Context: an optimization exercise on an open-source flow, tuned for small area. The choices shown serve that exercise and are no tape-out recipe.
The RTL was checked by simulation tests, not by an equivalence proof against the original design.
No driver is modelled on the clock port, so clock power and skew are understated where the tree is cut down; a real chip needs a root buffer or a tree.
Power figures rest on the tool's default switching activity, not on a simulated workload.

==> flow/design.v <==
module uart(
    input           rst_n,
    input           clk,
    input   [7:0]   AB,
    input   [7:0]   DB_i,
    output  [7:0]   DB_o,
    output          DB_oe,
    input           RxD_i,
    output          RxD_o,
    output          RxD_oe,
    input           rd,
    input           wr,
    output          TxD,
    output          Intuart
    );
    localparam [1:0] S_IDLE  = 2'b00,
                     S_START = 2'b01,
                     S_CRC   = 2'b10,
                     S_STOP  = 2'b11;
    localparam [3:0] S_D0    = 4'b1000;
    reg  [7:0]  thB, tlB;        
    reg  [15:0] cnt;             
    reg  [7:0]  SCON;
    reg  [7:0]  TBUF;
    reg  [7:0]  RBUF;
    reg  [7:0]  Rshift;
    reg         TEN;
    reg  [3:0]  ts;              
    reg  [3:0]  tb;              
    reg         Rvalid;
    reg  [3:0]  rs;              
    reg  [3:0]  rb;              
    reg  [2:0]  dc;              
    wire        sel   = AB[7:4] == 4'b1001;
    wire        we    = !wr && sel;
    wire        we_tl = we && AB[3:0] == 4'b0110;
    wire        we_th = we && AB[3:0] == 4'b0111;
    wire        we_sb = we && AB[3:0] == 4'b1000;
    wire        we_sc = we && AB[3:0] == 4'b1001;
    wire [1:0]  SM   = SCON[7:6];
    wire        SM0  = SM == 2'b00;
    wire        SM2  = SCON[5];
    wire        REN  = SCON[4];
    wire        TB8  = SCON[3];
    wire        SRI  = SCON[0];
    wire        TC     = &cnt;
    wire        EN     = TEN || REN;
    wire [15:0] reload = SM0 ? 16'hFFFA : {thB, tlB};
    always @(posedge clk)
        if (!rst_n) begin
            thB <= 8'b0;
            tlB <= 8'b0;
        end else begin
            if (we_th) thB <= DB_i;
            if (we_tl) tlB <= DB_i;
        end
    always @(posedge clk)
        if (!EN || TC) cnt <= reload;
        else           cnt <= cnt + 1'b1;
    wire        t_data  = ts[3];
    wire        t_idle  = !t_data && ts[1:0] == S_IDLE;
    wire        t_start = !t_data && ts[1:0] == S_START;
    wire        t_crc   = !t_data && ts[1:0] == S_CRC;
    wire        t_stop  = !t_data && ts[1:0] == S_STOP;
    wire        TI      = !t_data && ts[2];
    wire        t_dend  = ts == 4'b1111;
    wire        Tbaud   = tb == 4'd15 && TC;
    wire        T7      = tb == 4'd7  && TC;
    wire        T8      = tb == 4'd8  && TC;
    reg  [3:0]  ts_next;
    always @(*) begin
        ts_next = {2'b00, S_IDLE};
        if (t_data) begin
            if (!t_dend)       ts_next = ts + 1'b1;
            else if (SM0)      ts_next = {1'b0, !REN, S_IDLE};
            else if (!SM[1])   ts_next = {2'b01, S_STOP};
            else               ts_next = {1'b0, SM[0], S_CRC};
        end else if (t_idle) begin
            if (!TEN)          ts_next = {2'b00, S_IDLE};
            else if (!SM0)     ts_next = {2'b00, S_START};
            else if (REN && SRI) ts_next = {2'b00, S_IDLE};
            else               ts_next = S_D0;
        end else if (t_start)
            ts_next = S_D0;
        else if (t_crc)
            ts_next = {1'b0, SM == 2'b10, S_STOP};
    end
    always @(posedge clk)
        if (!rst_n)
            ts <= {2'b00, S_IDLE};
        else if (Tbaud)
            ts <= ts_next;
        else
            ts[2] <= ts[2] & ts[3];
    always @(posedge clk)
        if (!rst_n)
            TEN <= 1'b0;
        else if (we_sb || (SM0 && REN))
            TEN <= 1'b1;
        else if (Tbaud && (t_stop || (t_dend && SM0)))
            TEN <= 1'b0;
    always @(posedge clk)
        if (!rst_n)
            TBUF <= 8'b0;
        else if (t_data) begin
            if (SM0 ? T8 : Tbaud)
                TBUF <= TBUF >> 1;
        end else if (we_sb)
            TBUF <= DB_i;
    always @(posedge clk)
        if (!TEN)    tb <= 4'd0;
        else if (TC) tb <= tb + 1'b1;
    assign TxD = t_data ? (SM0 ? tb[3] : TBUF[0]) :
                 t_crc  ? TB8 :
                 !t_start;
    wire        r_data  = rs[3];
    wire        r_idle  = !r_data && rs[1:0] == S_IDLE;
    wire        r_start = !r_data && rs[1:0] == S_START;
    wire        r_crc   = !r_data && rs[1:0] == S_CRC;
    wire        r_stop  = !r_data && rs[1:0] == S_STOP;
    wire        RI      = !r_data && rs[2];
    wire        r_dend  = rs == 4'b1111;
    wire        Rbaud   = SM0 ? T7 : (rb == 4'd15 && TC);
    wire        R789    = (rb == 4'd7 || rb == 4'd8 || rb == 4'd9) && TC;
    wire        Rxdin   = (dc[0] & dc[1]) | (dc[0] & dc[2]) | (dc[1] & dc[2]);
    wire        judge   = (Rxdin || !SM2) && !SRI;
    reg  [3:0]  rs_next;
    always @(*) begin
        rs_next = {2'b00, S_IDLE};
        if (r_data) begin
            if (!r_dend)       rs_next = rs + 1'b1;
            else if (!SM[1])   rs_next = {2'b00, S_STOP};
            else               rs_next = {2'b00, S_CRC};
        end else if (r_idle) begin
            if (!REN)          rs_next = {2'b00, S_IDLE};
            else if (SM0)      rs_next = SRI ? {2'b00, S_IDLE} : S_D0;
            else               rs_next = Rvalid ? {2'b00, S_START} : {2'b00, S_IDLE};
        end else if (r_start)
            rs_next = Rxdin ? {2'b00, S_IDLE} : S_D0;
        else if (r_crc)
            rs_next = judge ? {2'b00, S_STOP} : {2'b00, S_IDLE};
        else if (r_stop)
            rs_next = {2'b01, S_IDLE};
    end
    always @(posedge clk)
        if (!rst_n)
            rs <= {2'b00, S_IDLE};
        else if (Rbaud)
            rs <= rs_next;
        else
            rs[2] <= rs[2] & rs[3];
    always @(posedge clk)
        if (!rst_n)
            Rvalid <= 1'b0;
        else if (SM0)
            Rvalid <= REN;
        else if (r_idle) begin
            if (REN) Rvalid <= !RxD_i;
        end else if (r_start) begin
            if (Rbaud) Rvalid <= !Rxdin;
        end else if (r_crc || (r_stop && SM == 2'b01)) begin
            if (Rbaud) Rvalid <= judge;
        end
    always @(posedge clk)
        if (!REN || !Rvalid) rb <= 4'b1111;
        else if (TC)         rb <= rb + 1'b1;
    always @(posedge clk)
        if (!REN)      dc <= 3'b111;
        else if (R789) dc <= {dc[1:0], RxD_i};
    always @(posedge clk)
        if (r_data && Rbaud)
            Rshift <= {Rxdin, Rshift[7:1]};
    always @(posedge clk)
        if (!rst_n)
            RBUF <= 8'b0;
        else if (r_stop && Rbaud && (SM != 2'b01 || judge))
            RBUF <= Rshift;
    always @(posedge clk)
        if (!rst_n)
            SCON <= 8'b0;
        else if (we_sc)
            SCON <= DB_i;
        else begin
            if (TI) SCON[1] <= 1'b1;
            if (RI) SCON[0] <= 1'b1;
            if (r_crc && judge && Rbaud) SCON[2] <= Rxdin;
        end
    assign DB_oe   = !rd && sel && (AB[3:1] == 3'b011 || AB[3:1] == 3'b100);
    assign DB_o    = AB[3] ? (AB[0] ? SCON : RBUF) : (AB[0] ? thB : tlB);
    assign Intuart = SCON[1] || SCON[0];
    assign RxD_oe  = !REN && TEN && SM0;
    assign RxD_o   = TBUF[0];
endmodule
export LEC_CHECK = 0
export CAP_MARGIN = 20
export CORE_MARGIN = 2
export CORE_UTILIZATION = 65
export GPL_TIMING_DRIVEN = 0
export SLEW_MARGIN = 20
create_clock -name core_clock -period 5.0 [get_ports {clk}]
standard.sh (not shown) runs the stock make flow with config.mk's settings and CLKGATE_MAP_FILE= SYNTH_SCRIPT=/design/flow/synth_recipe.tcl, a recipe that flattens the netlist after the stock synthesis.
==> flow/flow/run.sh <==
#!/bin/bash
# Layout flow: the standard flow (standard.sh) with
#  - synthesis: adders left to abc, and abc given an area-oriented script (flow/area.abc: deepsyn, then area mapping);
#    registers are mapped exactly as in the standard synthesis
#  - minimum-size buffers on the ports
#  - a one-level clock tree (flow/cts_manual.tcl) in place of the H-tree
# make's output goes to flow_make.log; each tool's log is under orfs/logs.
set -euo pipefail
W=$(pwd)
export MY_ABC_SCRIPT=$W/flow/area.abc
export CTS_MANUAL_N=4
export CTS_MANUAL_BUF=sky130_fd_sc_hd__clkbuf_16
bash standard.sh SYNTH_SCRIPT=$W/flow/synth.tcl ADDER_MAP_FILE= \
  "BUFFER_PORTS_ARGS=-buffer_cell sky130_fd_sc_hd__buf_1" \
  PRE_CTS_TCL=$W/flow/cts_manual.tcl \
  finish > $W/flow_make.log 2>&1
Other scripts of this flow, unchanged in this note and not shown: flow/flow/area.abc, flow/flow/cts_manual.tcl, flow/flow/synth.tcl
Rerun with:
--- a/flow/design.v
+++ b/flow/design.v
@@ -20,5 +20,5 @@
     localparam [3:0] S_D0    = 4'b1000;
     reg  [7:0]  thB, tlB;        
-    reg  [15:0] cnt;             
+    reg  [15:0] cnt_n;           
     reg  [7:0]  SCON;
     reg  [7:0]  TBUF;
@@ -44,5 +44,5 @@
     wire        TB8  = SCON[3];
     wire        SRI  = SCON[0];
-    wire        TC     = &cnt;
+    wire        TC     = cnt_n == 16'd0;
     wire        EN     = TEN || REN;
     wire [15:0] reload = SM0 ? 16'hFFFA : {thB, tlB};
@@ -56,6 +56,6 @@
         end
     always @(posedge clk)
-        if (!EN || TC) cnt <= reload;
-        else           cnt <= cnt + 1'b1;
+        if (!EN || TC) cnt_n <= ~reload;
+        else           cnt_n <= cnt_n - 1'b1;
     wire        t_data  = ts[3];
     wire        t_idle  = !t_data && ts[1:0] == S_IDLE;
What happened:
- flip-flop and latch count does not change
- setup slack is worse by 160 ps
- cell count rose by 2.2%
- wire length rose by 5.1%
- power fell by 1.0%
- cell area rose by 4.5%
- register-to-register slack is worse by 160 ps
- via count rose by 2.2%
- combinational power fell by 26%
- sequential share of layout area fell by 2.0 points
- maximum frequency fell by 3.5%
- global-route usage rose by 0.27 points
- sequential power stays flat
No run of this note takes its clock network from TritonCTS; it comes from the design's own scripts or RTL.

-- what the ideal ports hide --
In the flow no input, the clock included, has a driving cell. The finished layouts below were timed again as built, in two steps. Step 1, drivers: a clkbuf_16 drives clk and a buf_2 each remaining input, both assumed. Step 2 adds t to the input delays and takes it off the output delays; t is the mean of the earliest and latest rising clock arrival at the registers after step 1. Input paths then give back, and output paths get back, about the clock's delay inside the block. a / b / c = no drivers / after step 1 / after step 2; a / b = the first two.
run | shift t [ns] | slack for setup (ns) | worst slew at a driven data input, ns | pins driven straight from the clock port
the first run | 0.222 | 0.658 / 0.658 / 0.658 | 0.03 | 4
the second run | 0.227 | 0.503 / 0.503 / 0.503 | 0.03 | 4
After both steps every run listed still meets setup and hold.
